Background: an optimization exercise with open tools, aiming at small area, a short achievable clock period and few clock cycles. Do not read the settings as production practice. The RTL was checked by simulation tests, not by an equivalence proof against the original design. No activity file was given, so power comes from the tool's default toggle rates.

==> flow/design.v (excerpt) <==
module MDC(
    clk,
    rst_n,
    in_valid,
    in_data,
    in_mode,
    out_valid,
    out_data
);
==> flow/config.mk <==
export PLATFORM = sky130hd
export DESIGN_NAME = MDC
export DESIGN_NICKNAME = MDC
export VERILOG_FILES = /design/flow/design.v
export SDC_FILE = /design/flow/constraint.sdc
export NUM_CORES = 4
export LEC_CHECK = 0
export CAP_MARGIN = 50
export CORE_MARGIN = 2
export CORE_UTILIZATION = 40
export SLEW_MARGIN = 70
==> flow/constraint.sdc <==
create_clock -name core_clock -period 13.5 [get_ports {clk}]
set_input_delay 2.7000 -clock core_clock [delete_from_list [all_inputs] [get_ports {clk}]]
set_output_delay 2.7000 -clock core_clock [all_outputs]
set_load 0.01 [all_outputs]
standard.sh (not shown) runs the stock make flow with config.mk's settings and CLKGATE_MAP_FILE= SYNTH_SCRIPT=/design/flow/synth_recipe.tcl, a recipe that flattens the netlist after the stock synthesis.
==> flow/flow/run.sh <==
#!/bin/bash
# The standard layout (the standard.sh, standard synthesis), with timing
# repair aiming at a setup slack of 9.0 ns on the 13.5 ns clock. The clock
# period and all constraints are unchanged.
set -euo pipefail
bash standard.sh SETUP_SLACK_MARGIN=9.0 finish > standard_flow.log 2>&1
Testbench counts at the start, summed over its fixed seeds: cycles 46,426.
Change:
--- a/flow/design.v
+++ b/flow/design.v
@@ -172,36 +172,56 @@
         p16c <= 1'b0;
     end else begin
         k3   <= k2;
         p16c <= p16b;
     end
 end
 wire done2b = ((k3 == 4'd15) & ~m4b) | p16c;
-reg ov2b, ov23b, t4sb;
+reg ov2b, ov23b, ov4b, t4sb;
+reg q15, done2c, done2d;
+reg ov2c, ov23c, ov4c, t4sc, ov2d, ov23d, t4sd;
 always @(posedge clk or negedge rst_n) begin
     if (!rst_n) begin
         done1 <= 1'b0;
         done2 <= 1'b0;
         out_valid <= 1'b0;
         ov2 <= 1'b0;
         ov3 <= 1'b0;
         ov4 <= 1'b0;
         ov23 <= 1'b0;
         ov2b <= 1'b0;
         ov23b <= 1'b0;
+        ov4b <= 1'b0;
+        q15 <= 1'b0;
+        done2c <= 1'b0;
+        done2d <= 1'b0;
+        ov2c <= 1'b0;
+        ov23c <= 1'b0;
+        ov4c <= 1'b0;
+        ov2d <= 1'b0;
+        ov23d <= 1'b0;
     end else begin
         done1 <= ((k1 == 4'd15) & ~m4) | p16;
         done2 <= done1;
         out_valid <= done2;
         ov2 <= done2 & m2;
         ov3 <= done2 & m3;
         ov4 <= done2 & m4;
         ov23 <= done2 & ~m4;
         ov2b <= done2b & ~m4b & ~m3b;
         ov23b <= done2b & ~m4b;
+        ov4b <= done2b & m4b;
+        q15 <= (cnt == 4'd15);
+        done2c <= (q15 & ~m4) | p16b;
+        done2d <= ((k2 == 4'd15) & ~m4b) | p16b;
+        ov2c <= done2c & m2;
+        ov23c <= done2c & ~m4;
+        ov4c <= done2c & m4;
+        ov2d <= done2d & ~m4b & ~m3b;
+        ov23d <= done2d & ~m4b;
     end
 end
 reg  [206:0] R;
 assign DET = {R[101:94], R[152:136], R[206:187]};
 reg  [21:0]  P01, P02, P03, P12, P13, P23;
 wire [33:0]  POS0 = R[33:0];
 wire [33:0]  POS1 = R[186:153];
@@ -304,30 +324,34 @@
     if (!rst_n) begin
         t3f0 <= 1'b0;
         t3f1 <= 1'b0;
         t3f2 <= 1'b0;
         t3f3 <= 1'b0;
         t4s  <= 1'b0;
         t4sb <= 1'b0;
+        t4sc <= 1'b0;
+        t4sd <= 1'b0;
     end else begin
         t3f0 <= done2 & m3 & o1[33];
         t3f1 <= done2 & m3 & o2[33];
         t3f2 <= done2 & m3 & R[33];
         t3f3 <= done2 & m3 & o0[33];
         t4s  <= done2 & m4 & Dn[44];
         t4sb <= done2b & m4b & Dn[44];
+        t4sc <= done2c & m4 & Dn[44];
+        t4sd <= done2d & m4b & Dn[44];
     end
 end
 wire [206:0] t3 = {3'b000, {17{t3f0}}, 34'b0, {17{t3f1}}, 34'b0,
                    {17{t3f2}}, 34'b0, {17{t3f3}}, 34'b0};
-wire [206:0] t4 = {{103{t4sb}}, {59{t4s}}, {45{ov4}} & DET};
+wire [206:0] t4 = {{51{t4sd}}, {52{t4sb}}, {52{t4sc}}, {7{t4s}}, {22{ov4c}} & DET[44:23], {23{ov4}} & DET[22:0]};
 wire [206:0] ring_bits = {20'b0, {34{1'b1}}, 17'b0, {34{1'b1}}, 17'b0,
                           {34{1'b1}}, 17'b0, {34{1'b1}}};
-wire [206:0] f23 = {{103{ov23b}}, {104{ov23}}};
-wire [206:0] f2  = {{103{ov2b}},  {104{ov2}}};
+wire [206:0] f23 = {{51{ov23d}}, {52{ov23b}}, {52{ov23c}}, {52{ov23}}};
+wire [206:0] f2  = {{51{ov2d}},  {52{ov2b}},  {52{ov2c}},  {52{ov2}}};
 assign out_data = (ring_bits & f23 & R) | (~ring_bits & f2 & R) | t3 | t4;
 endmodule
 module MUL1 #(parameter YW = 22, parameter AW = 34) (
     input  [17:0]   X,
     input  [YW-1:0] y,
     output [AW-1:0] s,
     output [AW-1:0] c,
What happened: Final cell count increases by 0.48%; final area is about the same; count of clock-buffer cells in the layout increases by 6; worst hold slack gets worse by 0.011 ns; utilization decreases by 0.57 points; global-route usage increases by 1.0 points; combinational power decreases by 5.2%; via count increases by 0.96%; area after synthesis increases by 1.3%.
Testbench counts after the change, summed over its fixed seeds: cycles 46,426.

-- static timing again, ports no longer ideal --
How much do the figures lean on ideal ports? The routed layouts below were timed once more, with nothing changed but the port constraints. Step 1 sets driving cells, clkbuf_16 on the clock port and buf_2 on the other inputs (assumed; they add their load-dependent delay and slew). Step 2 times the ports against the registers' clock, not the clock port: input delays grow and output delays shrink by t, the midpoint of the rising clock arrivals with the driver on. Slacks: ideal ports / drivers / drivers and shift; pairs: ideal ports / drivers.
| run | shift t [ns] | slack for setup (ns) | worst setup path after step 2 | latest minus earliest clock arrival (ns) | pins driven straight from the clock port |
|---|---|---|---|---|---|
| the first run | 0.822 | 8.699 / 8.611 / 8.666 | input to register | 0.055 / 0.055 | 1 |
| the second run | 0.835 | 8.719 / 8.628 / 8.678 | input to register | 0.076 / 0.076 | 1 |
After both steps every run listed still meets setup and hold. The setup slack of the second run, which loses most, moves by -0.091 ns with the drivers and by -0.041 ns with both steps.
